This is an optimization exercise on Yosys and OpenROAD, whose aim is small area and a short achievable clock period, not a production implementation.
No functional check of the RTL was part of any run shown here.
Power figures rest on the tool's default switching activity, not on a simulated workload.

File: design/flow/config.mk
export PLATFORM = sky130hd
export DESIGN_NAME = Vcpu32Alu
export DESIGN_NICKNAME = Vcpu32Alu
export VERILOG_FILES = /design/flow/design.v
export SDC_FILE = /design/flow/constraint.sdc
export NUM_CORES = 4
export LEC_CHECK = 0
export CAP_MARGIN = 20
export CORE_MARGIN = 2
export CORE_UTILIZATION = 40
export SETUP_SLACK_MARGIN = 2.5
export SLEW_MARGIN = 20
File: design/flow/constraint.sdc
create_clock -name core_clock -period 5.5 [get_ports {clk}]
set_input_delay 1.1000 -clock core_clock [delete_from_list [all_inputs] [get_ports {clk}]]
set_output_delay 1.1000 -clock core_clock [all_outputs]
set_load 0.01 [all_outputs]
File: design/flow/design.v
module Vcpu32Alu (
   input    wire          clk,
   input    wire[0:31]    a,
   input    wire[0:31]    b,
   input    wire[0:7]     ac,
   output   wire[0:31]    r,
   output   wire          c,
   output   wire          n,
   output   wire          z,
   output   wire          err
   );
   wire [31:0] A   = a;
   wire [31:0] B   = b;
   wire        cin = ac[0];
   wire        invB = ac[1];
   wire [1:0]  sh  = ac[3:4];
   wire [2:0]  op  = ac[5:7];
   wire isAdd = ( op == 3'd3 );
   wire selA  = ( op == 3'd1 );
   wire selB  = ( op == 3'd2 );
   wire selAnd = ( op == 3'd5 );
   wire selOr  = ( op == 3'd6 );
   wire selXor = ( op == 3'd7 );
   wire [31:0] tA = ( sh == 2'd0 ) ? A :
                    ( sh == 2'd1 ) ? { A[30:0], 1'b0 } :
                    ( sh == 2'd2 ) ? { A[29:0], 2'b00 } :
                                     { A[28:0], 3'b000 };
   wire [31:0] tB = B ^ { 32 { invB }};
   wire [31:0] g  = tA & tB;
   wire [31:0] p  = tA ^ tB;
   wire [31:0] tL = ( { 32 { selA }} & tA ) | ( { 32 { selB }} & tB ) | ( { 32 { selAnd | selOr }} & g ) |
                    ( { 32 { selOr | selXor }} & p );
   wire s1c0_g0_1 = g[1] | ( p[1] & g[0] );
   wire s1c0_p0_1 = p[1] & p[0];
   wire s1c0_g0_3 = g[3] | ( p[3] & g[2] );
   wire s1c0_p0_3 = p[3] & p[2];
   wire s1c0_g1_2 = g[2] | ( p[2] & s1c0_g0_1 );
   wire s1c0_p1_2 = p[2] & s1c0_p0_1;
   wire s1c0_g1_3 = s1c0_g0_3 | ( s1c0_p0_3 & s1c0_g0_1 );
   wire s1c0_p1_3 = s1c0_p0_3 & s1c0_p0_1;
   wire sum_0 = p[0] ^ cin;
   wire sum_1 = p[1] ^ ( g[0] | ( p[0] & cin ));
   wire sum_2 = p[2] ^ ( s1c0_g0_1 | ( s1c0_p0_1 & cin ));
   wire sum_3 = p[3] ^ ( s1c0_g1_2 | ( s1c0_p1_2 & cin ));
   wire gco_0 = ( s1c0_g1_3 | ( s1c0_p1_3 & cin ));
   wire s1c1_g0_1 = g[5] | ( p[5] & g[4] );
   wire s1c1_p0_1 = p[5] & p[4];
   wire s1c1_g0_3 = g[7] | ( p[7] & g[6] );
   wire s1c1_p0_3 = p[7] & p[6];
   wire s1c1_g1_2 = g[6] | ( p[6] & s1c1_g0_1 );
   wire s1c1_p1_2 = p[6] & s1c1_p0_1;
   wire s1c1_g1_3 = s1c1_g0_3 | ( s1c1_p0_3 & s1c1_g0_1 );
   wire s1c1_p1_3 = s1c1_p0_3 & s1c1_p0_1;
   wire sum_4 = p[4];
   wire sum_5 = p[5] ^ g[4];
   wire sum_6 = p[6] ^ s1c1_g0_1;
   wire sum_7 = p[7] ^ s1c1_g1_2;
   wire gco_1 = s1c1_g1_3;
   wire s1c2_g0_1 = g[9] | ( p[9] & g[8] );
   wire s1c2_p0_1 = p[9] & p[8];
   wire s1c2_g0_3 = g[11] | ( p[11] & g[10] );
   wire s1c2_p0_3 = p[11] & p[10];
   wire s1c2_g1_2 = g[10] | ( p[10] & s1c2_g0_1 );
   wire s1c2_p1_2 = p[10] & s1c2_p0_1;
   wire s1c2_g1_3 = s1c2_g0_3 | ( s1c2_p0_3 & s1c2_g0_1 );
   wire s1c2_p1_3 = s1c2_p0_3 & s1c2_p0_1;
   wire sum_8 = p[8];
   wire sum_9 = p[9] ^ g[8];
   wire sum_10 = p[10] ^ s1c2_g0_1;
   wire sum_11 = p[11] ^ s1c2_g1_2;
   wire gco_2 = s1c2_g1_3;
   wire s1c3_g0_1 = g[13] | ( p[13] & g[12] );
   wire s1c3_p0_1 = p[13] & p[12];
   wire s1c3_g0_3 = g[15] | ( p[15] & g[14] );
   wire s1c3_p0_3 = p[15] & p[14];
   wire s1c3_g1_2 = g[14] | ( p[14] & s1c3_g0_1 );
   wire s1c3_p1_2 = p[14] & s1c3_p0_1;
   wire s1c3_g1_3 = s1c3_g0_3 | ( s1c3_p0_3 & s1c3_g0_1 );
   wire s1c3_p1_3 = s1c3_p0_3 & s1c3_p0_1;
   wire sum_12 = p[12];
   wire sum_13 = p[13] ^ g[12];
   wire sum_14 = p[14] ^ s1c3_g0_1;
   wire sum_15 = p[15] ^ s1c3_g1_2;
   wire gco_3 = s1c3_g1_3;
   wire s1c4_g0_1 = g[17] | ( p[17] & g[16] );
   wire s1c4_p0_1 = p[17] & p[16];
   wire s1c4_g0_3 = g[19] | ( p[19] & g[18] );
   wire s1c4_p0_3 = p[19] & p[18];
   wire s1c4_g1_2 = g[18] | ( p[18] & s1c4_g0_1 );
   wire s1c4_p1_2 = p[18] & s1c4_p0_1;
   wire s1c4_g1_3 = s1c4_g0_3 | ( s1c4_p0_3 & s1c4_g0_1 );
   wire s1c4_p1_3 = s1c4_p0_3 & s1c4_p0_1;
   wire sum_16 = p[16];
   wire sum_17 = p[17] ^ g[16];
   wire sum_18 = p[18] ^ s1c4_g0_1;
   wire sum_19 = p[19] ^ s1c4_g1_2;
   wire gco_4 = s1c4_g1_3;
   wire s1c5_g0_1 = g[21] | ( p[21] & g[20] );
   wire s1c5_p0_1 = p[21] & p[20];
   wire s1c5_g0_3 = g[23] | ( p[23] & g[22] );
   wire s1c5_p0_3 = p[23] & p[22];
   wire s1c5_g1_2 = g[22] | ( p[22] & s1c5_g0_1 );
   wire s1c5_p1_2 = p[22] & s1c5_p0_1;
   wire s1c5_g1_3 = s1c5_g0_3 | ( s1c5_p0_3 & s1c5_g0_1 );
   wire s1c5_p1_3 = s1c5_p0_3 & s1c5_p0_1;
   wire sum_20 = p[20];
   wire sum_21 = p[21] ^ g[20];
   wire sum_22 = p[22] ^ s1c5_g0_1;
   wire sum_23 = p[23] ^ s1c5_g1_2;
   wire gco_5 = s1c5_g1_3;
   wire s1c6_g0_1 = g[25] | ( p[25] & g[24] );
   wire s1c6_p0_1 = p[25] & p[24];
   wire s1c6_g0_3 = g[27] | ( p[27] & g[26] );
   wire s1c6_p0_3 = p[27] & p[26];
   wire s1c6_g1_2 = g[26] | ( p[26] & s1c6_g0_1 );
   wire s1c6_p1_2 = p[26] & s1c6_p0_1;
   wire s1c6_g1_3 = s1c6_g0_3 | ( s1c6_p0_3 & s1c6_g0_1 );
   wire s1c6_p1_3 = s1c6_p0_3 & s1c6_p0_1;
   wire sum_24 = p[24];
   wire sum_25 = p[25] ^ g[24];
   wire sum_26 = p[26] ^ s1c6_g0_1;
   wire sum_27 = p[27] ^ s1c6_g1_2;
   wire gco_6 = s1c6_g1_3;
   wire s1c7_g0_1 = g[29] | ( p[29] & g[28] );
   wire s1c7_p0_1 = p[29] & p[28];
   wire s1c7_g0_3 = g[31] | ( p[31] & g[30] );
   wire s1c7_p0_3 = p[31] & p[30];
   wire s1c7_g1_2 = g[30] | ( p[30] & s1c7_g0_1 );
   wire s1c7_p1_2 = p[30] & s1c7_p0_1;
   wire s1c7_g1_3 = s1c7_g0_3 | ( s1c7_p0_3 & s1c7_g0_1 );
   wire s1c7_p1_3 = s1c7_p0_3 & s1c7_p0_1;
   wire sum_28 = p[28];
   wire sum_29 = p[29] ^ g[28];
   wire sum_30 = p[30] ^ s1c7_g0_1;
   wire sum_31 = p[31] ^ s1c7_g1_2;
   wire gco_7 = s1c7_g1_3;
   wire [31:0] gSum = { sum_31, sum_30, sum_29, sum_28, sum_27, sum_26, sum_25, sum_24, sum_23, sum_22, sum_21, sum_20, sum_19, sum_18, sum_17, sum_16, sum_15, sum_14, sum_13, sum_12, sum_11, sum_10, sum_9, sum_8, sum_7, sum_6, sum_5, sum_4, sum_3, sum_2, sum_1, sum_0 };
   wire [7:0] gCo = { gco_7, gco_6, gco_5, gco_4, gco_3, gco_2, gco_1, gco_0 };
   reg [31:0]   s1X;
   reg [7:0]   s1G;
   reg          s1Inv;
   always @( posedge clk ) begin
      s1X   <= isAdd ? gSum : tL;
      s1G   <= { 8 { isAdd }} & gCo;
      s1Inv <= ac[2];
   end
   wire gP_0 = &s1X[3:0];
   wire gP_1 = &s1X[7:4];
   wire gP_2 = &s1X[11:8];
   wire gP_3 = &s1X[15:12];
   wire gP_4 = &s1X[19:16];
   wire gP_5 = &s1X[23:20];
   wire gP_6 = &s1X[27:24];
   wire gP_7 = &s1X[31:28];
   wire s2c_g0_1 = s1G[1] | ( gP_1 & s1G[0] );
   wire s2c_p0_1 = gP_1 & gP_0;
   wire s2c_g0_3 = s1G[3] | ( gP_3 & s1G[2] );
   wire s2c_p0_3 = gP_3 & gP_2;
   wire s2c_g0_5 = s1G[5] | ( gP_5 & s1G[4] );
   wire s2c_p0_5 = gP_5 & gP_4;
   wire s2c_g0_7 = s1G[7] | ( gP_7 & s1G[6] );
   wire s2c_p0_7 = gP_7 & gP_6;
   wire s2c_g1_2 = s1G[2] | ( gP_2 & s2c_g0_1 );
   wire s2c_p1_2 = gP_2 & s2c_p0_1;
   wire s2c_g1_3 = s2c_g0_3 | ( s2c_p0_3 & s2c_g0_1 );
   wire s2c_p1_3 = s2c_p0_3 & s2c_p0_1;
   wire s2c_g1_6 = s1G[6] | ( gP_6 & s2c_g0_5 );
   wire s2c_p1_6 = gP_6 & s2c_p0_5;
   wire s2c_g1_7 = s2c_g0_7 | ( s2c_p0_7 & s2c_g0_5 );
   wire s2c_p1_7 = s2c_p0_7 & s2c_p0_5;
   wire s2c_g2_4 = s1G[4] | ( gP_4 & s2c_g1_3 );
   wire s2c_p2_4 = gP_4 & s2c_p1_3;
   wire s2c_g2_5 = s2c_g0_5 | ( s2c_p0_5 & s2c_g1_3 );
   wire s2c_p2_5 = s2c_p0_5 & s2c_p1_3;
   wire s2c_g2_6 = s2c_g1_6 | ( s2c_p1_6 & s2c_g1_3 );
   wire s2c_p2_6 = s2c_p1_6 & s2c_p1_3;
   wire s2c_g2_7 = s2c_g1_7 | ( s2c_p1_7 & s2c_g1_3 );
   wire s2c_p2_7 = s2c_p1_7 & s2c_p1_3;
   wire rs_0 = s1X[0];
   wire rs_1 = s1X[1];
   wire rs_2 = s1X[2];
   wire rs_3 = s1X[3];
   wire rs_4 = s1X[4] ^ ( s1G[0] );
   wire rs_5 = s1X[5] ^ ( s1G[0] & ( &s1X[4:4] ) );
   wire rs_6 = s1X[6] ^ ( s1G[0] & ( &s1X[5:4] ) );
   wire rs_7 = s1X[7] ^ ( s1G[0] & ( &s1X[6:4] ) );
   wire rs_8 = s1X[8] ^ ( s2c_g0_1 );
   wire rs_9 = s1X[9] ^ ( s2c_g0_1 & ( &s1X[8:8] ) );
   wire rs_10 = s1X[10] ^ ( s2c_g0_1 & ( &s1X[9:8] ) );
   wire rs_11 = s1X[11] ^ ( s2c_g0_1 & ( &s1X[10:8] ) );
   wire rs_12 = s1X[12] ^ ( s2c_g1_2 );
   wire rs_13 = s1X[13] ^ ( s2c_g1_2 & ( &s1X[12:12] ) );
   wire rs_14 = s1X[14] ^ ( s2c_g1_2 & ( &s1X[13:12] ) );
   wire rs_15 = s1X[15] ^ ( s2c_g1_2 & ( &s1X[14:12] ) );
   wire rs_16 = s1X[16] ^ ( s2c_g1_3 );
   wire rs_17 = s1X[17] ^ ( s2c_g1_3 & ( &s1X[16:16] ) );
   wire rs_18 = s1X[18] ^ ( s2c_g1_3 & ( &s1X[17:16] ) );
   wire rs_19 = s1X[19] ^ ( s2c_g1_3 & ( &s1X[18:16] ) );
   wire rs_20 = s1X[20] ^ ( s2c_g2_4 );
   wire rs_21 = s1X[21] ^ ( s2c_g2_4 & ( &s1X[20:20] ) );
   wire rs_22 = s1X[22] ^ ( s2c_g2_4 & ( &s1X[21:20] ) );
   wire rs_23 = s1X[23] ^ ( s2c_g2_4 & ( &s1X[22:20] ) );
   wire rs_24 = s1X[24] ^ ( s2c_g2_5 );
   wire rs_25 = s1X[25] ^ ( s2c_g2_5 & ( &s1X[24:24] ) );
   wire rs_26 = s1X[26] ^ ( s2c_g2_5 & ( &s1X[25:24] ) );
   wire rs_27 = s1X[27] ^ ( s2c_g2_5 & ( &s1X[26:24] ) );
   wire rs_28 = s1X[28] ^ ( s2c_g2_6 );
   wire rs_29 = s1X[29] ^ ( s2c_g2_6 & ( &s1X[28:28] ) );
   wire rs_30 = s1X[30] ^ ( s2c_g2_6 & ( &s1X[29:28] ) );
   wire rs_31 = s1X[31] ^ ( s2c_g2_6 & ( &s1X[30:28] ) );
   wire [31:0] rSum = { rs_31, rs_30, rs_29, rs_28, rs_27, rs_26, rs_25, rs_24, rs_23, rs_22, rs_21, rs_20, rs_19, rs_18, rs_17, rs_16, rs_15, rs_14, rs_13, rs_12, rs_11, rs_10, rs_9, rs_8, rs_7, rs_6, rs_5, rs_4, rs_3, rs_2, rs_1, rs_0 };
   wire rCo = s2c_g2_7;
   reg [31:0] s2R;
   reg        s2C;
   always @( posedge clk ) begin
      s2R <= rSum ^ { 32 { s1Inv }};
      s2C <= rCo;
   end
   assign r   = s2R;
   assign c   = s2C;
   assign n   = s2R[31];
   assign z   = ( s2R == 32'd0 );
   assign err = 1'b0;
endmodule
File: design/flow/run.sh
#!/bin/bash
# synth_recipe.tcl (not shown) runs the flow's synth.tcl, then flattens the netlist and writes it again
# the make line also repeats each setting of config.mk as NAME=value (left out here)
make -C /OpenROAD-flow-scripts/flow DESIGN_CONFIG=/design/flow/config.mk WORK_HOME=/design/flow/orfs CLKGATE_MAP_FILE= SYNTH_SCRIPT=/design/flow/synth_recipe.tcl finish
==> out/qor.yml, run 1 <==
synth:
  synth_ff_type: "dfxtp_1"
  async_flop_share_pct: 0
  synth_area_sq_um: 5737
  avgSynthCellArea_sq_um: 9.283
  synth_area_leader_cell: "dfxtp_1"
  synth_commonest_cells: "dfxtp_1, xor2_1, xnor2_1"
  syn_nets: 745
  ys_ff_latch: 74
  synth_area_leaders: "dfxtp_1, ha_1, xor2_1"
  seq_area_frac_synth_pct: 25.82
  synth_cells: 618
  synth_edf_count: 0
  synth_warnings: 1
  synth_most_common_cell: "dfxtp_1"
  synth.distinct_cells: 61
  yosysTopAreaCellShare_pct: 25.82
setup_path:
  critical-path-top-delay-family: "adder cells"
  start_kind: "input pin"
  critPathArrivalTime_ns: 3.38
  worstPathRequired_ns: 5.76
  path_cells: "buf_16 -> mux4_2 -> ha_4 -> fa_2 -> fa_1 -> nand2b_4 -> o211ai_1 -> o21ai_1 -> nand2_1 -> o21ai_1"
  cp_max_fo: 7
  crit_path_frequent_cell: "o21ai_1"
  slowest_stage: "fa_1"
  slowest_delay_ns: 0.56
  critPathKind: "input pin to register"
  cp-end-kind: "register"
  path_buf_inv: 1
layout:
  nNetsFinal: 849
  drive_gt1_share_pct: 19.67
  fin_cells: 907
  syn2layout_area_growth_pct: 31.49
  antenna_cells: 0
  final_core_util_pct: 54.13
  final_area_sq_um: 7543
cts:
  insertion_delay_ns: 0.33
  clock_path_buffers: 2
  cts_buffers: 9
  ctsRootBufferMaster: "clkbuf_16"
  htreeDepth: 3
  cts.sinks: 74
  tritoncts: "built"
  path_clk_slew_ns: 0.06
sta:
  clock_skew_ns: 0.007607
  rsz0062_at_grt: "yes"
  clock.fmax_ghz: 0.3206
  slew_headroom_pct: 39.22
  timing_hold_violations_final: 0
  final.min_clock_period_ns: 3.119
  setup_viol: 0
  drv_slew: 0
  hold_slack_ns: 0.4223
  tns_ns: 0
  fin_crit_sh_pct: 56.72
  setup_slack_ns: 2.381
  tightestPinTransition_ns: 0.9117
place:
  pre_cts_ws_ns: 1.171
  post_dp_cell_area_sq_um: 6975
  dpl.cell_count: 873
  portBuffers: 107
  gp_congestion: 0.8368
  dpl.hpwl_mm: 11.48
detailed_routing:
  via_count: 4933
  antenna_left: 0
  drc: 0
  routed_wl_mm: 15.16
  drt_iter0_drc: 304
  viasPerCell: 5.439
  dr.pass1.iters: 5
  wl_per_cell_um: 16.71
global_route:
  first_global_vias: 4700
  grt_first_pass_wirelength_mm: 24.23
  antenna_found_initial: 0
  grt-ovfl-total: 0
  grt_max_degree: 54
  grtUsageTotal_pct: 20.40
pwr:
  worst_ir_drop_vdd_mv: 0.1544
  power_density_nw_per_um2: 272.2
  fin_total_pwr_mw: 2.054
  power_leakage_nw: 3.046
min_path:
  hold_path.class: "register to register"
run:
  cap_violations: 0
floorplan:
  die_width_um: 123.8
  num_io_pins: 109
  core_area_sq_um: 13930
  rows: 43
  dieArea_sq_um: 15320
  initial_core_util_pct: 41.17
  die_y_um: 123.8
status:
  outcome: "no timing/DRC/antenna violations"
## layout make-up
type	instances	area [sq um]
fillers	1285	6391
multi-input cells	495	4245
flip-flops and latches	74	1483
repair buffers	132	1244
clock buffers	10	239.0
well taps	180	225.2
clock inverters	6	65.06
inverters	10	42.54
## worst register-to-register path, cell delays in order (launching register included)
cell and delay, ns:
dfxtp_1 0.35, and4_1 0.24, nor2b_1 0.13, and4_1 0.22, o21ba_2 0.22, or2_2 0.28
ha_1 0.19, xnor2_1 0.13, xnor2_1 0.12
## cells by family after synthesis
group	share of synthesized area (%)
AOI/OAI and AO/OA	17.32
xor gates and xnor gates	15.07
adders and majority gates	13.74
buffers and inverters	4.209
DFF	25.82
muxes	12.67
other	0.06537
and+or+nand+nor	11.10
## worst paths after layout
check / from / cells past startpoint / end / slack (ns)
hold reg to reg: s1X[0] / 1 / s2R[0] / 0.42
setup reg to reg: s1X[14] / 8 / s2R[25] / 3.48
hold / removal: s1X[0] / 1 / s2R[0] / 0.42
setup / recovery: ac[4] / 10 / s1X[26] / 2.38
## power breakdown
group	internal, mW	switching [mW]
logic	0.410	0.365
clock network	0.364	0.213
registers	0.633	0.0692
## timing repair
action,CTS,global route
hold endpoints to repair,0,0
pin swaps,13,17
gates cloned,2,0
setup buffers,10,6
gates resized for setup,98,43
hold buffers,0,0
endpoints found under the setup margin,41,16
## state kept, by name, indices dropped and copies added (netlist names)
| name | flops |
|---|---|
| s2R | 32 |
| s1X | 32 |
| s1Inv | 1 |
| s2C | 1 |
| s1G | 8 |
## cells in the final DEF, fill, tap and decap left out, types with 5 or more instances in the layout
master           count
nor4_1               7
dlygate4sd2_1        5
dfxtp_1             73
a22oi_1             14
o211ai_1            19
ha_4                 6
nand3_1              5
mux2_2               8
buf_2               13
clkbuf_2             8
nor2_1              38
clkbuf_16            9
a21oi_1             40
nand2b_1            10
clkdlybuf4s50_1     75
nand2_1             40
inv_1                7
buf_4               20
xnor2_1             45
o21ai_1             15
mux2i_1             29
fa_1                 7
o21ai_0             24
fa_2                 8
mux4_2              13
a21o_1              14
ha_1                32
xor2_1              48
## metal layers
layer / vias to the layer above / routed length, um / part of all wire (%) / global-route usage (%)
met4: 0 / 153 / 1.0 / 5.611
met3: 12 / 841 / 5.5 / 1.740
met5: - / 0 / 0 / 0
met2: 192 / 6663 / 44 / 31.15
li1: 2411 / - / - / -
met1: 2318 / 7498 / 49 / 30.71
==> run 2, diff against run 1 <==
--- a/design/flow/design.v
+++ b/design/flow/design.v
@@ -28,6 +28,7 @@
    wire [31:0] tB = B ^ { 32 { invB }};
-   wire [31:0] g  = tA & tB;
+   wire [31:0] g  = tA & tB & { 32 { isAdd }};
    wire [31:0] p  = tA ^ tB;
-   wire [31:0] tL = ( { 32 { selA }} & tA ) | ( { 32 { selB }} & tB ) | ( { 32 { selAnd | selOr }} & g ) |
-                    ( { 32 { selOr | selXor }} & p );
+   wire        cinA = cin & isAdd;
+   wire [31:0] tL = ( { 32 { selA }} & tA ) | ( { 32 { selB }} & tB ) | ( { 32 { selAnd | selOr }} & tA & tB ) |
+                    ( { 32 { isAdd | selOr | selXor }} & p );
    wire s1c0_g0_1 = g[1] | ( p[1] & g[0] );
@@ -40,7 +41,7 @@
    wire s1c0_p1_3 = s1c0_p0_3 & s1c0_p0_1;
-   wire sum_0 = p[0] ^ cin;
-   wire sum_1 = p[1] ^ ( g[0] | ( p[0] & cin ));
-   wire sum_2 = p[2] ^ ( s1c0_g0_1 | ( s1c0_p0_1 & cin ));
-   wire sum_3 = p[3] ^ ( s1c0_g1_2 | ( s1c0_p1_2 & cin ));
-   wire gco_0 = ( s1c0_g1_3 | ( s1c0_p1_3 & cin ));
+   wire sum_0 = tL[0] ^ cinA;
+   wire sum_1 = tL[1] ^ ( g[0] | ( p[0] & cinA ));
+   wire sum_2 = tL[2] ^ ( s1c0_g0_1 | ( s1c0_p0_1 & cinA ));
+   wire sum_3 = tL[3] ^ ( s1c0_g1_2 | ( s1c0_p1_2 & cinA ));
+   wire gco_0 = ( s1c0_g1_3 | ( s1c0_p1_3 & cinA ));
    wire s1c1_g0_1 = g[5] | ( p[5] & g[4] );
@@ -53,6 +54,6 @@
    wire s1c1_p1_3 = s1c1_p0_3 & s1c1_p0_1;
-   wire sum_4 = p[4];
-   wire sum_5 = p[5] ^ g[4];
-   wire sum_6 = p[6] ^ s1c1_g0_1;
-   wire sum_7 = p[7] ^ s1c1_g1_2;
+   wire sum_4 = tL[4];
+   wire sum_5 = tL[5] ^ g[4];
+   wire sum_6 = tL[6] ^ s1c1_g0_1;
+   wire sum_7 = tL[7] ^ s1c1_g1_2;
    wire gco_1 = s1c1_g1_3;
@@ -66,6 +67,6 @@
    wire s1c2_p1_3 = s1c2_p0_3 & s1c2_p0_1;
-   wire sum_8 = p[8];
-   wire sum_9 = p[9] ^ g[8];
-   wire sum_10 = p[10] ^ s1c2_g0_1;
-   wire sum_11 = p[11] ^ s1c2_g1_2;
+   wire sum_8 = tL[8];
+   wire sum_9 = tL[9] ^ g[8];
+   wire sum_10 = tL[10] ^ s1c2_g0_1;
+   wire sum_11 = tL[11] ^ s1c2_g1_2;
    wire gco_2 = s1c2_g1_3;
@@ -79,6 +80,6 @@
    wire s1c3_p1_3 = s1c3_p0_3 & s1c3_p0_1;
-   wire sum_12 = p[12];
-   wire sum_13 = p[13] ^ g[12];
-   wire sum_14 = p[14] ^ s1c3_g0_1;
-   wire sum_15 = p[15] ^ s1c3_g1_2;
+   wire sum_12 = tL[12];
+   wire sum_13 = tL[13] ^ g[12];
+   wire sum_14 = tL[14] ^ s1c3_g0_1;
+   wire sum_15 = tL[15] ^ s1c3_g1_2;
    wire gco_3 = s1c3_g1_3;
@@ -92,6 +93,6 @@
    wire s1c4_p1_3 = s1c4_p0_3 & s1c4_p0_1;
-   wire sum_16 = p[16];
-   wire sum_17 = p[17] ^ g[16];
-   wire sum_18 = p[18] ^ s1c4_g0_1;
-   wire sum_19 = p[19] ^ s1c4_g1_2;
+   wire sum_16 = tL[16];
+   wire sum_17 = tL[17] ^ g[16];
+   wire sum_18 = tL[18] ^ s1c4_g0_1;
+   wire sum_19 = tL[19] ^ s1c4_g1_2;
    wire gco_4 = s1c4_g1_3;
@@ -105,6 +106,6 @@
    wire s1c5_p1_3 = s1c5_p0_3 & s1c5_p0_1;
-   wire sum_20 = p[20];
-   wire sum_21 = p[21] ^ g[20];
-   wire sum_22 = p[22] ^ s1c5_g0_1;
-   wire sum_23 = p[23] ^ s1c5_g1_2;
+   wire sum_20 = tL[20];
+   wire sum_21 = tL[21] ^ g[20];
+   wire sum_22 = tL[22] ^ s1c5_g0_1;
+   wire sum_23 = tL[23] ^ s1c5_g1_2;
    wire gco_5 = s1c5_g1_3;
@@ -118,6 +119,6 @@
    wire s1c6_p1_3 = s1c6_p0_3 & s1c6_p0_1;
-   wire sum_24 = p[24];
-   wire sum_25 = p[25] ^ g[24];
-   wire sum_26 = p[26] ^ s1c6_g0_1;
-   wire sum_27 = p[27] ^ s1c6_g1_2;
+   wire sum_24 = tL[24];
+   wire sum_25 = tL[25] ^ g[24];
+   wire sum_26 = tL[26] ^ s1c6_g0_1;
+   wire sum_27 = tL[27] ^ s1c6_g1_2;
    wire gco_6 = s1c6_g1_3;
@@ -131,6 +132,6 @@
    wire s1c7_p1_3 = s1c7_p0_3 & s1c7_p0_1;
-   wire sum_28 = p[28];
-   wire sum_29 = p[29] ^ g[28];
-   wire sum_30 = p[30] ^ s1c7_g0_1;
-   wire sum_31 = p[31] ^ s1c7_g1_2;
+   wire sum_28 = tL[28];
+   wire sum_29 = tL[29] ^ g[28];
+   wire sum_30 = tL[30] ^ s1c7_g0_1;
+   wire sum_31 = tL[31] ^ s1c7_g1_2;
    wire gco_7 = s1c7_g1_3;
@@ -142,4 +143,4 @@
    always @( posedge clk ) begin
-      s1X   <= isAdd ? gSum : tL;
-      s1G   <= { 8 { isAdd }} & gCo;
+      s1X   <= gSum;
+      s1G   <= gCo;
       s1Inv <= ac[2];
==> run 2 against run 1 <==
  * Still clean on timing, DRC and antenna
  * Worst setup slack better by 0.15 ns
  * Combinational power is about 10% lower
  * Core utilization is 2.7 points lower
  * Global-route usage is 0.26 points higher
  * Wire length is 0.57% lower
  * Register-to-register slack hardly changed
  * Critical path depth is 3 lower
  * Sequential share of layout area is 1.3 points higher
  * Final area is 6.2% lower
==> out/qor.yml, run 2 <==
synth:
  synth_warnings: 1  # unchanged
  synth.distinct_cells: 51  # was 61
  post_synth_mux_area_share_pct: 12.77  # was 12.67%
  synth_area_leader_cell: "dfxtp_1"  # unchanged
  synth_most_common_cell: "dfxtp_1"  # unchanged
  synth_top_family_by_area: "compound AO/OA/AOI/OAI gates"  # unchanged
  yosysTopAreaCellShare_pct: 26.52  # was 25.82%
  synth_adder_area_share_pct: 8.737  # was 13.74%
  synth_area_leaders: "dfxtp_1, xnor2_1, ha_1"  # was dfxtp_1, ha_1, xor2_1
  syn_nets: 756  # was 745
  avgSynthCellArea_sq_um: 8.673  # was 9.283 sq um
  ys_ff_latch: 74  # unchanged
  synth_compound_area_share_pct: 18.95  # was 17.32%
  synth_ff_type: "dfxtp_1"  # unchanged
  synth_edf_count: 0  # unchanged
  async_flop_share_pct: 0  # unchanged
  yosys.area_share.simple_pct: 12.48  # was 11.10%
  synth_area_sq_um: 5585  # was 5737 sq um
  seq_area_frac_synth_pct: 26.52  # was 25.82%
  synth_cells: 644  # was 618
  synth_commonest_cells: "dfxtp_1, nand2_1, xnor2_1"  # was dfxtp_1, xor2_1, xnor2_1
  synthXorXnorAreaFrac_pct: 14.11  # was 15.07%
global_route:
  grt_max_degree: 45  # was 54
  antenna_found_initial: 0  # unchanged
  grtUsageTotal_pct: 20.66  # was 20.40%
  first_global_vias: 4641  # was 4,700
  grt-ovfl-total: 0  # unchanged
  grt_first_pass_wirelength_mm: 23.87  # was 24.23 mm
setup_path:
  crit_path_frequent_cell: "a21o_1"  # was o21ai_1
  start_kind: "input pin"  # unchanged
  slowest_stage: "mux4_1"  # was fa_1
  slowest_delay_ns: 0.60  # was 0.56 ns
  cp_max_fo: 4  # was 7
  worstPathRequired_ns: 5.75  # was 5.76 ns
  critPathArrivalTime_ns: 3.22  # was 3.38 ns
  path_buf_inv: 1  # unchanged
  critPathKind: "input pin to register"  # unchanged
  ff2ff_setup_slack_ns: 3.49  # was 3.48 ns
  critical-path-top-delay-family: "multiplexers"  # was adder cells
  cp-end-kind: "register"  # unchanged
  path_cells: "clkdlybuf4s50_1 -> mux4_1 -> ha_1 -> a21o_1 -> a21o_1 -> nand2_1 -> mux2i_1"  # was buf_16 -> mux4_2 -> ha_4 -> fa_2 -> fa_1 -> nand2b_4 -> o211ai_1 -> o21ai_1 -> nand2_1 -> o21ai_1
pwr:
  power_density_nw_per_um2: 289.9  # was 272.2 nW/um^2
  worst_ir_drop_vdd_mv: 0.1362  # was 0.1544 mV
  fin_total_pwr_mw: 2.052  # was 2.054 mW
  power_leakage_nw: 3.012  # was 3.046 nW
cts:
  tritoncts: "built"  # unchanged
  ctsHoldBuffers: 0  # unchanged
  insertion_delay_ns: 0.33  # about the same
  htreeDepth: 3  # unchanged
  path_clk_slew_ns: 0.06  # about the same
  cts_buffers: 9  # unchanged
  ctsRootBufferMaster: "clkbuf_16"  # unchanged
  cts.sinks: 74  # unchanged
  clock_path_buffers: 2  # unchanged
  post-cts-setup-buffers: 0  # was 10
floorplan:
  num_io_pins: 109  # unchanged
  core_area_sq_um: 13770  # was 13,930 sq um
  initial_core_util_pct: 40.55  # was 41.17%
  die_width_um: 122.2  # was 123.8 um
  rows: 43  # unchanged
  dieArea_sq_um: 14920  # was 15,320 sq um
  die_y_um: 122.2  # was 123.8 um
place:
  gp_congestion: 0.7932  # was 0.8368
  dpl.hpwl_mm: 11.54  # was 11.48 mm
  portBuffers: 107  # unchanged
  post_dp_cell_area_sq_um: 6689  # was 6975 sq um
  pre_cts_ws_ns: 1.449  # was 1.171 ns
layout:
  top_regs: "s1X (32), s2R (32), s1G (8)"  # unchanged
  fillers: 1300  # was 1,285
  antenna_cells: 0  # unchanged
  final_area_sq_um: 7079  # was 7543 sq um
  final_common_cell: "clkdlybuf4s50_1"  # unchanged
  mostFrequentLayoutCells: "clkdlybuf4s50_1, dfxtp_1, nand2_1"  # was clkdlybuf4s50_1, dfxtp_1, xor2_1
  nNetsFinal: 839  # was 849
  syn2layout_area_growth_pct: 26.75  # was 31.49%
  drive_gt1_share_pct: 7.923  # was 19.67%
detailed_routing:
  drt_iter0_drc: 308  # was 304
  routed_wl_mm: 15.07  # was 15.16 mm
  drc: 0  # unchanged
  wl_per_cell_um: 16.52  # was 16.71 um
  antenna_left: 0  # unchanged
  viasPerCell: 5.395  # was 5.439
  dr.pass1.iters: 4  # was 5
  via_count: 4920  # was 4,933
min_path:
  hold_path.class: "register to register"  # unchanged
sta:
  clock.fmax_ghz: 0.3373  # was 0.3206 GHz
  final.min_clock_period_ns: 2.965  # was 3.119 ns
  setup_slack_ns: 2.535  # was 2.381 ns
  timing_hold_violations_final: 0  # unchanged
  clock_skew_ns: 0.008306  # was 0.007607 ns
  setup_viol: 0  # unchanged
  tightestPinTransition_ns: 0.5840  # was 0.9117 ns
  fin_crit_sh_pct: 53.91  # was 56.72%
  hold_slack_ns: 0.4120  # was 0.4223 ns
  slew_headroom_pct: 61.06  # was 39.22%
  tns_ns: 0  # unchanged
  drv_slew: 0  # unchanged
  rsz0062_at_grt: "yes"  # unchanged
run:
  cap_violations: 0  # unchanged
status:
  outcome: "no timing/DRC/antenna violations"  # unchanged
-- run 2: cell types whose count changed in the layout (fill, tap and decap cells not counted), sizes merged, moves of 5 or more --
| cell | previous run | this run |
|---|---|---|
| a31oi | 1 | 19 |
| buf | 41 | 10 |
| clkdlybuf4s50 | 75 | 102 |
| fa | 15 | 0 |
| inv | 9 | 29 |
| nand2 | 42 | 68 |
| nand2b | 13 | 1 |
| nand3 | 5 | 10 |
| o2111a | 0 | 7 |
| o211ai | 19 | 1 |
| o21ai | 42 | 25 |
| o31ai | 0 | 10 |
| xnor2 | 46 | 57 |
| xor2 | 51 | 33 |
-- run 2: layout make-up --
class / instances / area (sq um) / share of cell area [%]
clock buffers: 12 / 266.5 / 3.765
clock inverters: 4 / 72.57 / 1.025
inverters: 30 / 116.4 / 1.644
multi-input cells: 496 / 3779 / 53.38
flip-flops and latches: 74 / 1481 / 20.93
well taps: 180 / 225.2 / 3.181
repair buffers: 115 / 1134 / 16.01
repair inverters: 1 / 5.005 / 0.07070
-- run 2: stage by stage --
| step | util, % | cells |
|---|---|---|
| finish | 51.40 | 912 |
| CTS | 51.28 | 912 |
| detailed placement | 48.56 | 895 |
| floorplan | - | 644 |
| global placement | 48.56 | 895 |
| global route | 51.40 | 912 |
-- run 2: power by group --
| part | internal (mW) | leakage (nW) | total [mW] | switching [mW] |
|---|---|---|---|---|
| Sequential | 0.642 | 0.621 | 0.711 | 0.0696 |
| Combinational | 0.362 | 2.23 | 0.696 | 0.334 |
| Clock | 0.433 | 0.165 | 0.645 | 0.212 |
-- run 2: final timing paths --
kind	start	to	cells past startpoint
max	a[24]	s1X[11]	7
min	s1G[7]	s2C	1
max reg2reg	s1X[9]	s2R[20]	7
min reg2reg	s1G[7]	s2C	1
-- run 2: layer usage --
metal	global-route usage (%)	vias up	part of all wire (%)
met4	5.747	0	1.5
met5	0	-	0
met1	29.29	2284	49
li1	-	2459	-
met3	4.401	13	6.3
met2	31.67	164	43
-- run 2: timing repair --
| item | in CTS | in global routing |
|---|---|---|
| gates resized for setup | 17 | 9 |
| gates cloned | 1 | 0 |
| endpoints found under the setup margin | 41 | 22 |
-- run 2: logic make-up after synthesis --
| kind of cell | count (synthesis) |
|---|---|
| simple gates | 156 |
| buf+inv | 74 |
| compound gates | 158 |
| flops | 74 |
| xor+xnor | 90 |
| fa+ha+maj | 39 |
| other cells | 1 |
| mux | 52 |
==> run 3, diff against run 2 <==
--- a/design/flow/design.v
+++ b/design/flow/design.v
@@ -27,8 +27,14 @@
                                      { A[28:0], 3'b000 };
-   wire [31:0] tB = B ^ { 32 { invB }};
-   wire [31:0] g  = tA & tB & { 32 { isAdd }};
-   wire [31:0] p  = tA ^ tB;
+   wire [3:0]  fT = { selA | selB | selAnd | selOr,          
+                      selA | isAdd | selOr | selXor,         
+                      selB | isAdd | selOr | selXor,         
+                      1'b0 };                                
+   wire [3:0]  uT = invB ? { fT[2], fT[3], fT[0], fT[1] } : fT;
+   wire        gP = isAdd & ~invB;                          
+   wire        gN = isAdd & invB;                           
+   wire [31:0] g  = tA & (( B & { 32 { gP }} ) | ( ~B & { 32 { gN }} ));
    wire        cinA = cin & isAdd;
-   wire [31:0] tL = ( { 32 { selA }} & tA ) | ( { 32 { selB }} & tB ) | ( { 32 { selAnd | selOr }} & tA & tB ) |
-                    ( { 32 { isAdd | selOr | selXor }} & p );
+   wire [31:0] tL = ( tA & B & { 32 { uT[3] }} ) | ( tA & ~B & { 32 { uT[2] }} ) | ( ~tA & B & { 32 { uT[1] }} ) |
+                    ( ~tA & ~B & { 32 { uT[0] }} );
+   wire [31:0] p  = tL;
    wire s1c0_g0_1 = g[1] | ( p[1] & g[0] );
==> design/flow/flow/run.sh (new file) <==
#!/bin/bash
# Layout flow: the standard layout (standard.sh, the standard synthesis and ORFS steps unchanged),
# except that each input and output port is buffered with a plain sky130_fd_sc_hd__buf_N cell
# (PORT_BUF below) rather than the delay buffer that buffer_ports picks by default.
# The whole make output goes to standard_flow.log in the work folder; ORFS's per-step logs are
# under orfs/logs/.
set -euo pipefail
cd "$(dirname "${BASH_SOURCE[0]}")/.."
PORT_BUF=sky130_fd_sc_hd__buf_1
export BUFFER_PORTS_ARGS="-buffer_cell ${PORT_BUF}"
bash standard.sh finish > standard_flow.log 2>&1
==> design/flow/standard.sh (new file) <==
#!/bin/bash
# synth_recipe.tcl (not shown) runs the flow's synth.tcl, then flattens the netlist and writes it again
# the make line also repeats each setting of config.mk as NAME=value (left out here)
make -C /OpenROAD-flow-scripts/flow DESIGN_CONFIG=/design/flow/config.mk WORK_HOME=/design/flow/orfs CLKGATE_MAP_FILE= SYNTH_SCRIPT=/design/flow/synth_recipe.tcl "${@:-finish}"
--- a/design/flow/config.mk
+++ b/design/flow/config.mk
@@ -10,3 +10,3 @@
 export CORE_UTILIZATION = 40
-export SETUP_SLACK_MARGIN = 2.5
+export SETUP_SLACK_MARGIN = 3.0
 export SLEW_MARGIN = 20
removed: design/flow/run.sh
==> run 3 against run 2 <==
  * Clock skew up 0.00053 ns
  * Sequential power up 2%
  * Via count down 15%
  * Flip-flop and latch count unchanged
  * Worst setup slack better by 0.25 ns
  * Non-clock buffer count up 27
  * Wire length down 12%
  * Final cell count down 13%
  * Largest cell class unchanged
  * Largest power group unchanged
==> out/qor.yml, run 3 <==
detailed_routing:
  viasPerCell: 5.219  # was 5.395
  wl_per_cell_um: 16.57  # was 16.52 um
  drc: 0  # unchanged
  dr.pass1.iters: 4  # unchanged
  drt_iter0_drc: 229  # was 308
  routed_wl_mm: 13.22  # was 15.07 mm
  via_count: 4165  # was 4,920
  antenna_left: 0  # unchanged
layout:
  fillers: 1124  # was 1,300
  top_regs: "s1X (32), s2R (32), s1G (8)"  # unchanged
  antenna_cells: 0  # unchanged
  multi_input_area_sq_um: 3777  # was 3779 sq um
  syn2layout_area_growth_pct: 33.05  # was 26.75%
  drive_gt1_share_pct: 23.81  # was 7.923%
  seqCellArea_sq_um: 1483  # was 1481 sq um
  mostFrequentLayoutCells: "buf_1, dfxtp_1, xnor2_1"  # was clkdlybuf4s50_1, dfxtp_1, nand2_1
  nNetsFinal: 721  # was 839
  final_common_cell: "buf_1"  # was clkdlybuf4s50_1
synth:
  synth_edf_count: 0  # unchanged
  synth_cells: 500  # was 644
  synth_commonest_cells: "dfxtp_1, xnor2_1, mux2i_1"  # was dfxtp_1, nand2_1, xnor2_1
  synth_most_common_cell: "dfxtp_1"  # unchanged
  ys_ff_latch: 74  # unchanged
  synth_area_sq_um: 4997  # was 5585 sq um
  syn_nets: 596  # was 756
  avgSynthCellArea_sq_um: 9.995  # was 8.673 sq um
  synth_area_leader_cell: "dfxtp_1"  # unchanged
  seq_area_frac_synth_pct: 29.64  # was 26.52%
  synth_area_leaders: "dfxtp_1, xnor2_1, mux2i_1"  # was dfxtp_1, xnor2_1, ha_1
  synth_ff_type: "dfxtp_1"  # unchanged
  synth_warnings: 1  # unchanged
  async_flop_share_pct: 0  # unchanged
  yosysTopAreaCellShare_pct: 29.64  # was 26.52%
  synth.distinct_cells: 60  # was 51
global_route:
  grt_max_degree: 35  # was 45
  grt-ovfl-total: 0  # unchanged
  antenna_found_initial: 0  # unchanged
  grt_first_pass_wirelength_mm: 20.87  # was 23.87 mm
  grtUsageTotal_pct: 19.71  # was 20.66%
  first_global_vias: 4088  # was 4,641
sta:
  setup_viol: 0  # unchanged
  drv_slew: 0  # unchanged
  clock.fmax_ghz: 0.3688  # was 0.3373 GHz
  clock_skew_ns: 0.008838  # was 0.008306 ns
  fin_crit_sh_pct: 49.31  # was 53.91%
  final.min_clock_period_ns: 2.712  # was 2.965 ns
  rsz0062_at_grt: "yes"  # unchanged
  timing_hold_violations_final: 0  # unchanged
  slew_headroom_pct: 39.53  # was 61.06%
  tns_ns: 0  # unchanged
  tightestPinTransition_ns: 0.9070  # was 0.5840 ns
  hold_slack_ns: 0.4136  # was 0.4120 ns
pwr:
  power_leakage_nw: 2.656  # was 3.012 nW
  worst_ir_drop_vdd_mv: 0.1581  # was 0.1362 mV
  power_density_nw_per_um2: 283.1  # was 289.9 nW/um^2
cts:
  path_clk_slew_ns: 0.05  # was 0.06 ns
  htreeDepth: 3  # unchanged
  ctsRootBufferMaster: "clkbuf_16"  # unchanged
  cts.sinks: 74  # unchanged
  tritoncts: "built"  # unchanged
  clock_path_buffers: 2  # unchanged
  cts_buffers: 9  # unchanged
  ctsHoldBuffers: 0  # unchanged
  insertion_delay_ns: 0.33  # about the same
place:
  portBuffers: 107  # unchanged
  dpl.hpwl_mm: 8.969  # was 11.54 mm
  gp_congestion: 0.8093  # was 0.7932
status:
  outcome: "no timing/DRC/antenna violations"  # unchanged
floorplan:
  dieArea_sq_um: 13400  # was 14,920 sq um
  num_io_pins: 109  # unchanged
  core_area_sq_um: 12110  # was 13,770 sq um
  initial_core_util_pct: 41.26  # was 40.55%
  rows: 40  # was 43
  die_y_um: 115.8  # was 122.2 um
  die_width_um: 115.8  # was 122.2 um
min_path:
  hold_path.class: "register to register"  # unchanged
setup_path:
  cp-end-kind: "register"  # unchanged
  critPathArrivalTime_ns: 2.92  # was 3.22 ns
  cp_max_fo: 5  # was 4
  worstPathRequired_ns: 5.71  # was 5.75 ns
  critPathKind: "input pin to register"  # unchanged
  start_kind: "input pin"  # unchanged
run:
  cap_violations: 0  # unchanged
-- run 3: changes by cell type after synthesis, sizes merged, moves of 10 or more --
| cell | delta |
|---|---|
| inv | -26 |
| nand3 | +10 |
| a22oi | -11 |
| clkbuf | -11 |
| mux2i | +24 |
| a31oi | -18 |
| a21oi | -17 |
| nand2 | -51 |
| ha | -16 |
| nor2 | -23 |
| xnor2 | +13 |
-- run 3: cell type report --
cell class	instances	share of cell area (%)
Tap cell	168	3.161
Clock buffer	14	3.971
Inverter	4	0.2823
Clock inverter	2	0.5269
Timing Repair Buffer	142	12.95
Multi-Input combinational cell	394	56.81
Sequential cell	74	22.30
-- run 3: through the flow --
stage	setup WS (ns)	cells	utilization, %	total power, mW	area, sq um
final	2.788	798	54.90	1.883	6649
after global routing	2.744	798	54.90	1.987	6649
after CTS	2.912	793	53.10	1.866	6431
after detailed placement	1.655	747	45.59	1.220	5522
after global placement	1.727	747	45.57	1.207	5519
after floorplan	2.486	500	-	1.078	5139
-- run 3: worst max-delay path: stages --
cell	delay, ns
clkbuf_16	0.12
buf_4	0.11
mux4_2	0.55
mux2i_1	0.18
a21oi_1	0.09
ha_2	0.18
a31o_4	0.22
a21o_1	0.15
a22o_1	0.22
-- run 3: routing by layer --
layer,vias up,share of wire [%],global-route usage (%)
li1,2068,-,-
met4,0,2.4,6.905
met1,1936,46,27.30
met2,132,46,31.54
met5,-,0,0
met3,29,5.5,2.877
-- run 3: cell families after synthesis --
group                      count (synthesis)  share of synthesized area [%]
AOI/OAI and AO/OA                         95                          12.87
adders and majority gates                 23                          5.759
buffers and inverters                     34                          4.156
xor gates and xnor gates                  95                          16.65
and+or+nand+nor                          105                          11.59
DFF                                       74                          29.64
other                                      1                        0.07504
muxes                                     73                          19.25
-- run 3: power breakdown --
part | internal, mW | leakage (nW) | switching [mW]
clock network | 0.375 | 0.147 | 0.195
logic | 0.283 | 1.89 | 0.306
registers | 0.647 | 0.621 | 0.0771
-- run 3: what timing repair did --
action,in CTS,in global routing
buffers inserted,22,4
resized for setup,61,34
setup endpoints to repair,41,24
pin swaps,23,19
gates cloned,8,1
-- run 3: worst paths after layout --
check             startpoint      end  slack (ns)  cells after the start
setup / recovery       ac[3]   s1G[7]        2.79                      9
hold / removal        s1G[7]      s2C        0.41                      1
setup reg to reg      s1G[0]  s2R[28]        3.43                      7
hold reg to reg       s1G[7]      s2C        0.41                      1
==> run 4, diff against run 3 <==
==> design/flow/flow/run.sh (replaced) <==
#!/bin/bash
# Layout flow: the standard layout (standard.sh: the standard synthesis script and ORFS steps), with
# two changes:
#  - each input and output port is buffered with a plain sky130_fd_sc_hd__buf_1 (PORT_BUF) rather than
#    the delay buffer that buffer_ports picks by default;
#  - the 4-input multiplexer cells (slow select inputs) are added to the platform's don't-use list
#    (EXTRA_DONT_USE), so synthesis builds the A pre-shift from 2-input multiplexers.
# The whole make output goes to standard_flow.log in the work folder; ORFS's per-step logs are
# under orfs/logs/.
set -euo pipefail
cd "$(dirname "${BASH_SOURCE[0]}")/.."
PORT_BUF=sky130_fd_sc_hd__buf_1
EXTRA_DONT_USE="sky130_fd_sc_hd__mux4_1 sky130_fd_sc_hd__mux4_2 sky130_fd_sc_hd__mux4_4"
export BUFFER_PORTS_ARGS="-buffer_cell ${PORT_BUF}"
# the platform's own don't-use list, as ORFS's make computes it
PLATFORM_DONT_USE=$(make -s -C "$FLOW_HOME" DESIGN_CONFIG="$PWD/config.mk" WORK_HOME="$PWD/orfs" \
  print-DONT_USE_CELLS 2> dont_use_probe.log | sed -n 's/^DONT_USE_CELLS: *//p')
echo "platform don't-use: $PLATFORM_DONT_USE" > dont_use.log
[[ -n "$PLATFORM_DONT_USE" ]]
bash standard.sh "DONT_USE_CELLS=${PLATFORM_DONT_USE} ${EXTRA_DONT_USE}" finish > standard_flow.log 2>&1
--- a/design/flow/config.mk
+++ b/design/flow/config.mk
@@ -9,3 +9,4 @@
 export CORE_MARGIN = 2
-export CORE_UTILIZATION = 40
+export CORE_UTILIZATION = 60
+export CTS_BUF_LIST = sky130_fd_sc_hd__clkbuf_4 sky130_fd_sc_hd__clkbuf_8
 export SETUP_SLACK_MARGIN = 3.0
==> run 4 against run 3 <==
  * Clock power down 38%
  * Register-to-register slack better by 0.04 ns
  * Combinational power down 4.9%
  * Critical endpoint is now s1G[4]
==> out/qor.yml, run 4 <==
detailed_routing:
  dr_wl_met2_mm: 5.793  # was 6.056 mm
  antenna_left: 0  # unchanged
  via_count: 4248  # was 4,165
  routed_wl_mm: 12.49  # was 13.22 mm
  wl_met3_mm: 1.024  # was 721 um
  wl_met1_mm: 5.480  # was 6.130 mm
  highest_layer: "met4"  # unchanged
  drt_iter0_drc: 281  # was 229
  drc: 0  # unchanged
  wl_per_cell_um: 17.13  # was 16.57 um
  dr.pass1.iters: 5  # was 4
  viasPerCell: 5.827  # was 5.219
global_route:
  grt_max_degree: 33  # was 35
  grtUsageTotal_pct: 27.14  # was 19.71%
  grt-ovfl-total: 0  # unchanged
  first_global_vias: 3837  # was 4,088
  grt_first_pass_wirelength_mm: 18.92  # was 20.87 mm
  antenna_found_initial: 0  # unchanged
place:
  post_dp_cell_area_sq_um: 5329  # was 5522 sq um
  dpl.hpwl_mm: 7.930  # was 8.969 mm
  gp_congestion: 0.8042  # was 0.8093
  portBuffers: 107  # unchanged
status:
  outcome: "no timing/DRC/antenna violations"  # unchanged
floorplan:
  core_area_sq_um: 7807  # was 12,110 sq um
  dieArea_sq_um: 8903  # was 13,400 sq um
  initial_core_util_pct: 62.74  # was 41.26%
  die_width_um: 94.36  # was 115.8 um
  die_y_um: 94.36  # was 115.8 um
  num_io_pins: 109  # unchanged
  rows: 32  # was 40
sta:
  tightestPinTransition_ns: 0.4997  # was 0.9070 ns
  clock.fmax_ghz: 0.3844  # was 0.3688 GHz
  clock_skew_ns: 0.005733  # was 0.008838 ns
  setup_viol: 0  # unchanged
  rsz0062_at_grt: "yes"  # unchanged
  fin_crit_sh_pct: 47.30  # was 49.31%
  slew_headroom_pct: 65.73  # was 39.53%
  drv_slew: 0  # unchanged
  tns_ns: 0  # unchanged
  final.min_clock_period_ns: 2.602  # was 2.712 ns
  timing_hold_violations_final: 0  # unchanged
pwr:
  power_density_nw_per_um2: 266.2  # was 283.1 nW/um^2
  power_leakage_nw: 2.471  # was 2.656 nW
  fin_total_pwr_mw: 1.635  # was 1.883 mW
  worst_ir_drop_vdd_mv: 0.1279  # was 0.1581 mV
min_path:
  whs_path_depth: 1  # unchanged
  hold_path.class: "register to register"  # unchanged
synth:
  synth_area_sq_um: 4898  # was 4997 sq um
  synth_most_common_cell: "mux2i_1"  # was dfxtp_1
  avgSynthCellArea_sq_um: 9.681  # was 9.995 sq um
  synth_edf_count: 0  # unchanged
  syn_nets: 602  # was 596
  async_flop_share_pct: 0  # unchanged
  synth_warnings: 1  # unchanged
  synth_cells: 506  # was 500
  synth_area_leader_cell: "dfxtp_1"  # unchanged
  synth_commonest_cells: "mux2i_1, dfxtp_1, xnor2_1"  # was dfxtp_1, xnor2_1, mux2i_1
  synth_area_leaders: "dfxtp_1, mux2i_1, xnor2_1"  # was dfxtp_1, xnor2_1, mux2i_1
  yosysTopAreaCellShare_pct: 30.24  # was 29.64%
  synth.distinct_cells: 49  # was 60
  seq_area_frac_synth_pct: 30.24  # was 29.64%
  synth_ff_type: "dfxtp_1"  # unchanged
  ys_ff_latch: 74  # unchanged
layout:
  antenna_cells: 0  # unchanged
  final_common_cell: "buf_1"  # unchanged
  syn2layout_area_growth_pct: 25.42  # was 33.05%
  drive_gt1_share_pct: 21.05  # was 23.81%
  mostFrequentLayoutCells: "buf_1, dfxtp_1, xnor2_1"  # unchanged
  nNetsFinal: 718  # was 721
  top_regs: "s1X (32), s2R (32), s1G (8)"  # unchanged
  final_area_sq_um: 6143  # was 6649 sq um
cts:
  insertion_delay_ns: 0.33  # about the same
  path_clk_slew_ns: 0.06  # was 0.05 ns
  cts_buffers: 9  # unchanged
  clock_path_buffers: 2  # unchanged
  htreeDepth: 3  # unchanged
  ctsHoldBuffers: 0  # unchanged
  cts.sinks: 74  # unchanged
  ctsRootBufferMaster: "clkbuf_8"  # was clkbuf_16
  tritoncts: "built"  # unchanged
setup_path:
  worstPathRequired_ns: 5.72  # was 5.71 ns
  start_kind: "input pin"  # unchanged
  critPathArrivalTime_ns: 2.82  # was 2.92 ns
  cp_max_fo: 8  # was 5
  critPathKind: "input pin to register"  # unchanged
  cp-end-kind: "register"  # unchanged
  ff2ff_setup_slack_ns: 3.47  # was 3.43 ns
  reg2reg_depth: 7  # unchanged
run:
  cap_violations: 0  # unchanged
[run 4: path summary, 6_finish.rpt]
check         start      end
max reg2reg  s1G[0]  s2R[28]
max           ac[4]   s1G[4]
min          s1X[2]   s2R[2]
min reg2reg  s1X[2]   s2R[2]
[run 4: metrics by stage]
step	hold slack (ns)	worst slack [ns]	std cells	util, %
detailed placement	0.4032	1.835	689	68.25
finish	0.4121	2.898	729	78.69
global route	0.4392	2.861	729	78.69
CTS	0.4187	2.975	724	75.98
floorplan	0.3917	2.521	506	-
global placement	0.4057	1.916	689	68.25
[run 4: cells by family after synthesis]
| group | Yosys count | share of synthesized area [%] |
|---|---|---|
| other | 1 | 0.07655 |
| AND/OR/NAND/NOR | 95 | 10.55 |
| adder cells (fa/ha/maj) | 23 | 5.875 |
| buffers and inverters | 33 | 4.291 |
| flip-flops | 74 | 30.24 |
| multiplexers | 90 | 19.21 |
| XOR/XNOR | 95 | 16.99 |
| AO/OA/AOI/OAI | 95 | 12.77 |
[run 4: area by class of cell]
| cell class | instances | area [sq um] |
|---|---|---|
| timing repair buffer | 133 | 774.5 |
| clock inverter | 3 | 15.01 |
| clock buffer | 13 | 160.2 |
| tap | 102 | 127.6 |
| fill | 538 | 1664 |
| multi-input combinational | 401 | 3571 |
| sequential | 74 | 1484 |
| inverter | 3 | 11.26 |
[run 4: per-layer routing]
| layer | vias to the layer above | track usage, % |
|---|---|---|
| met1 | 1944 | 37.68 |
| met5 | - | 0 |
| met3 | 22 | 3.671 |
| li1 | 2055 | - |
| met4 | 0 | 7.367 |
| met2 | 227 | 44.58 |
[run 4: worst max-delay path, cell delays in order]
cell	delay (ns)
clkbuf_16	0.14
mux2i_2	0.31
mux2i_4	0.13
mux2i_1	0.16
a21oi_1	0.10
ha_2	0.19
a31o_1	0.22
a22o_1	0.25
a22o_1	0.20
[run 4: what timing repair did]
action,CTS,global route
setup buffers,12,4
pin swaps,2,19
gates cloned,7,1
setup endpoints to repair,40,25
gates resized for setup,44,37
[run 4: report_power, final]
part	internal (mW)	switching, mW
Combinational	0.260	0.300
Clock	0.189	0.163
Sequential	0.647	0.0773
Total	1.10	0.540

==> static timing again, ports no longer ideal <==
The flow's constraints put no driver on any port. The routed layouts listed below were extracted and timed again, unchanged, in two steps.
Step 1 (the two cells are an assumption about what drives the block):
set clk [get_ports {clk}]
set_driving_cell -lib_cell sky130_fd_sc_hd__clkbuf_16 $clk
set_driving_cell -lib_cell sky130_fd_sc_hd__buf_2 [delete_from_list [all_inputs] $clk]
Step 2 times the ports against the registers' clock, not the clock port: input delays grow and output delays shrink by t, the midpoint of the rising clock arrivals with the driver on.
Slacks: ideal / step 1 / step 2; pairs: ideal / step 1.
| run | t (ns) | setup slack, ns | worst slew at a driven data input, ns |
|---|---|---|---|
| run 1 | 0.361 | 2.381 / 2.182 / 1.821 | 0.24 |
| run 2 | 0.359 | 2.535 / 2.543 / 2.184 | 0.05 |
| run 3 | 0.354 | 2.788 / 2.715 / 2.361 | 0.14 |
| run 4 | 0.351 | 2.898 / 2.735 / 2.384 | 0.18 |
After both steps setup and hold are still met in every run listed. For run 1, which loses most, drivers alone change the setup slack by -0.199 ns; drivers and shift together by -0.560 ns.
